This design comes from an exercise in tuning for small area and a short achievable clock period on the open sky130 flow, not from production work.
No run shown here included a check of the RTL's function; only the layout flow was run.
Power is estimated from default activity; no workload was simulated.

==> flow/design.v (outline; a module is shown in full before it is edited, if it fits) <==
// module pipelined_boothe_multiplier: 1792 lines
module pipelined_boothe_multiplier #(
    parameter WIDTH = 32
) (
    input clk,
    input reset,
    input en,
    input [WIDTH - 1: 0] md,
    input [WIDTH - 1: 0] mr,
    output [(2 * WIDTH) - 1: 0] s_result
);
  // ...
==> flow/run.sh <==
#!/bin/bash
# synth_recipe.tcl (not shown) runs the flow's synth.tcl, then flattens the netlist and writes it again
# the make line also repeats each setting of config.mk as NAME=value (left out here)
make -C /OpenROAD-flow-scripts/flow DESIGN_CONFIG=/design/flow/config.mk WORK_HOME=/design/flow/orfs CLKGATE_MAP_FILE= SYNTH_SCRIPT=/design/flow/synth_recipe.tcl finish
==> flow/config.mk <==
export PLATFORM = sky130hd
export DESIGN_NAME = pipelined_boothe_multiplier
export DESIGN_NICKNAME = pipelined_boothe_multiplier
export VERILOG_FILES = /design/flow/design.v
export SDC_FILE = /design/flow/constraint.sdc
export NUM_CORES = 4
export LEC_CHECK = 0
export CAP_MARGIN = 20
export CORE_MARGIN = 2
export CORE_UTILIZATION = 30
export PLACE_DENSITY = 0.4
export SLEW_MARGIN = 20
==> flow/constraint.sdc <==
create_clock -name core_clock -period 5.0 [get_ports {clk}]
set_input_delay 1.0000 -clock core_clock [delete_from_list [all_inputs] [get_ports {clk}]]
set_output_delay 1.0000 -clock core_clock [all_outputs]
set_load 0.01 [all_outputs]
==> qor.yml, run 1 <==
setup_path:
  reg2reg_depth: 10
  path_class: "flop to flop"
  crit_path_cell_trace: "and2_1, buf_4, a21oi_1, o22ai_1, a21oi_1, fa_1, inv_1, fa_1, inv_1, fa_1"
  worst-path-buf-inv: 3
  slowest_delay_ns: 0.80
cells_and_area:
  fin_nets: 8212
  syn2layout_area_growth_pct: 15.9
  nFlopsAndLatches: 2306
  n_all_buffers: 211
  clkbuf_count: 361
  multi_input_gates: 4185
  seq_area_sq_um: 46200
clock_tree:
  cts-htree-levels: 5
  root_buffer: "clkbuf_16"
  ctsHoldBuffers: 0
  cts_setup_buffers: 0
synthesis:
  synth_top_family_by_area: "adder cells"
  synth_xor_area_share_pct: 0.920
  ys_top_cells_by_count: "2306 x dfxtp_1, 670 x nand2_1, 615 x a21oi_1"
  netlist_top_cells_area: "dfxtp_1 56%, fa_1 11%, a21oi_1 3.8%, nand2_1 3.1%, ha_1 2.9%"
  synth-adder-area-share_pct: 16.0
  synth.avg_cell_area_sq_um: 10.6
  synth_nets: 8426
  synth-edff-count: 0
  syn_inst: 7730
placement:
  place.detailed.hpwl_mm: 118
  port_buffers: 129
floorplanning:
  core_sq_um: 271000
  dieArea_sq_um: 277000
pwr:
  power.density_nw_per_um2: 678
  p_leak_nw: 39.0
  power.share.combinational_pct: 24.2
grt:
  grt_max_degree: 127
  met2_usage_pct: 20.7
sta:
  hold_viol_final: 0
  drv_slew: 0
job:
  maxCapViolCount: 0
drt:
  highest_layer: "met4"
  wl_met3_mm: 8.60
status:
  status: "finished clean"
min_path:
  holdCritStartpoint: "s12[54]"
  hp-class: "flop to flop"
==> run 2, diff against run 1 <==
--- a/flow/config.mk
+++ b/flow/config.mk
@@ -9,4 +9,4 @@
 export CORE_MARGIN = 2
-export CORE_UTILIZATION = 30
-export PLACE_DENSITY = 0.4
+export CORE_UTILIZATION = 60
+export PLACE_DENSITY = 0.7
 export SLEW_MARGIN = 20
==> qor.yml, run 2 <==
sta:
  setup_viol: 0
  fmax_mhz: 272
  fin_skew_ns: 0.0706
  post-route-period-util_pct: 73.6
  grt_setup_unrepaired: "false"
  hold_slack_ns: 0.265
  relSlewSlack_pct: 27.3
  setup_ws_ns: 1.32
  tns_ns: 0
  drv_slew: 0  # unchanged
  hold_viol_final: 0  # unchanged
  worst_pin_slew_ns: 1.09
  period_minus_slack_ns: 3.68
setup_path:
  slowest_delay_ns: 0.85  # +0.05 ns
  ff2ff_setup_slack_ns: 1.32
  crit_path_start_kind: "flop"
  crit_family: "adder cells"
  crit_path_cell_trace: "xor2_1, and2_1, a221oi_1, fa_1, inv_1, fa_1, inv_1, fa_1"
  path_common_cell: "fa_1"
  worst-path-buf-inv: 2  # -1
  path_class: "flop to flop"
  end_kind: "flop"
  cp.arrival_ns: 4.35
  critPathMaxFanout: 26
  required_ns: 5.67
  cp_slowest_cell: "and2_1"
clock_tree:
  cts_tree: "built"
  clkSlewWorstSetupHoldPaths_ns: 0.06
  root_buffer: "clkbuf_16"
  cts.repair.resized: 0
  cts.sinks: 2306
  cts-htree-levels: 4  # -1
  clk_latency_ns: 0.84
  cts_buffers: 206
  cts_setup_buffers: 0  # unchanged
  clock_path_buffers: 3
  ctsHoldBuffers: 0  # unchanged
placement:
  place.detailed.hpwl_mm: 102  # -14%
  dp.cells: 9040
  gp_congestion: 0.845
  dp_worst_setup_slack_ns: 1.34
  port_buffers: 129  # unchanged
synthesis:
  ys_seq_area_share_pct: 56.4
  netlist_top_cells_area: "dfxtp_1 56%, fa_1 11%, a21oi_1 3.8%, nand2_1 3.1%, ha_1 2.9%"
  ys_top_cells_by_count: "2306 x dfxtp_1, 670 x nand2_1, 615 x a21oi_1"
  synth-edff-count: 0  # unchanged
  yosys.area.top_type: "dfxtp_1"
  ys_ff_latch: 2306
  syn_inst: 7730  # unchanged
  synth_nets: 8426  # unchanged
  ys.flop_type: "dfxtp_1"
  synth.avg_cell_area_sq_um: 10.6  # unchanged
  netlist_area_sq_um: 81900
  yosysMostFrequentCell: "dfxtp_1"
  yosysWarnings: 1
  synth_top_area_share_pct: 56.4
  ys_async_sr_fraction_pct: 0
  synthDistinctLibCells: 67
cells_and_area:
  final_cell_mix: "2281 x dfxtp_1, 668 x nand2_1, 615 x a21oi_1"
  seq_area_sq_um: 46200  # about the same
  fin_cells: 9430
  multi_input_area_sq_um: 31200
  fin_util_pct: 67.5
  fin_nets: 8164  # -0.58%
  top_regs: "s3 (136), s4 (136), s2 (134)"
  layout_commonest_cell: "dfxtp_1"
  syn2layout_area_growth_pct: 11.6
  fillers: 10037
  drive_gt1_share_pct: 6.68
drt:
  routedWlPerCell_um: 16.5
  viasPerCell: 5.47
  wl_mm: 156
  drtAntennaViolNets: 0
  firstDrtPassIters: 7
  drc_errors: 0
  drt_iter0_drc: 4153
  via_count: 51619
grt:
  grt_pass1_vias: 49462
  grt_antenna_before_repair: 4
  grt_pass1_wl_mm: 255
  grt_max_degree: 112  # -12%
  gr-total-overflow: 0
  grt_usage_pct: 22.2
pwr:
  p_int_mw: 43.3
  p_leak_nw: 38.3  # -1.6%
  power.share.combinational_pct: 25.5  # +1.3 points
  vdd_drop_max_mv: 0.485
  p_sw_mw: 18.7
  p_clk_share_pct: 26.9
  swShare_pct: 30.2
  power.density_nw_per_um2: 678  # about the same
  power_frac_seq_pct: 47.6
job:
  maxCapViolCount: 0  # unchanged
floorplanning:
  dieArea_sq_um: 139000  # -50%
  rows: 135
  initial_core_util_pct: 60.5
  io-pin-count: 131
  die_h_um: 373
  core_sq_um: 135000  # -50%
  fp.dieW_um: 373
status:
  status: "finished clean"
min_path:
  hp-class: "flop to flop"
[run 2: area by class of cell]
type                            count  share of cell area (%)
Antenna cell                        2                 0.00548
Clock buffer                      285                    6.62
Clock inverter                    102                    1.69
Inverter                          548                    2.25
Multi-Input combinational cell   4185                    34.1
Sequential cell                  2306                    50.6
Tap cell                         1781                    2.44
Timing Repair Buffer              221                    2.33
[run 2: kinds of logic (layout without fill, tap and decap cells)]
family / after synthesis / count (layout) / synth area share (%)
fa+ha+maj: 824 / 824 / 16.0
other cells: 0 / 2 / 0
flops: 2306 / 2306 / 56.4
xor+xnor: 86 / 86 / 0.920
buf+inv: 1239 / 1156 / 5.69
compound gates: 1724 / 1724 / 12.7
simple gates: 1541 / 1541 / 8.22
mux: 10 / 10 / 0.125
[run 2: layer usage]
metal  GRT usage [%]  part of all wire [%]  vias up
met5               0                     0        -
met2            36.0                    47     1812
met1            29.7                    44    24540
li1                -                     -    24915
met3            3.67                   6.0      352
met4            8.78                   3.5        0
[run 2: final timing paths]
check,cells after the start,start,end
setup / recovery,8,s3[120],s4[72]
hold / removal,0,s27[9],s28[9]
setup reg to reg,8,s3[120],s4[72]
hold reg to reg,0,s27[9],s28[9]
[run 2: stage by stage]
stage / total power [mW] / area [sq um]
final: 62.0 / 91400
after global routing: 66.4 / 91400
after CTS: 62.7 / 91400
after detailed placement: 45.7 / 83800
after global placement: 44.9 / 83700
after floorplan: 39.7 / 81900
[run 2: power groups by stage]
stage,registers (mW),logic (mW),clock network (mW)
after floorplan,28.7,11.0,0
after global placement,29.6,15.2,0
after detailed placement,29.9,15.8,0
after CTS,29.7,15.9,17.1
after global routing,30.4,18.2,17.9
final,29.5,15.8,16.7

[port drivers added, routing unchanged]
Ports are ideal in the flow. The routed layouts listed here were re-timed in OpenROAD.
Step 1, drivers: a clkbuf_16 drives clk and a buf_2 each remaining input, both assumed.
Step 2 times the ports against the registers' clock, not the clock port: input delays grow and output delays shrink by t, the midpoint of the rising clock arrivals with the driver on.
Slacks: ideal / step 1 / step 2; pairs: ideal / step 1.
run | shift t [ns] | setup slack, ns | worst register clock-pin slew, ns
run 1 | 0.935 | 1.163 / 1.163 / 1.163 | 0.07 / 0.07
run 2 | 0.877 | 1.321 / 1.321 / 1.321 | 0.07 / 0.07
After both steps setup and hold are still met in every run listed.
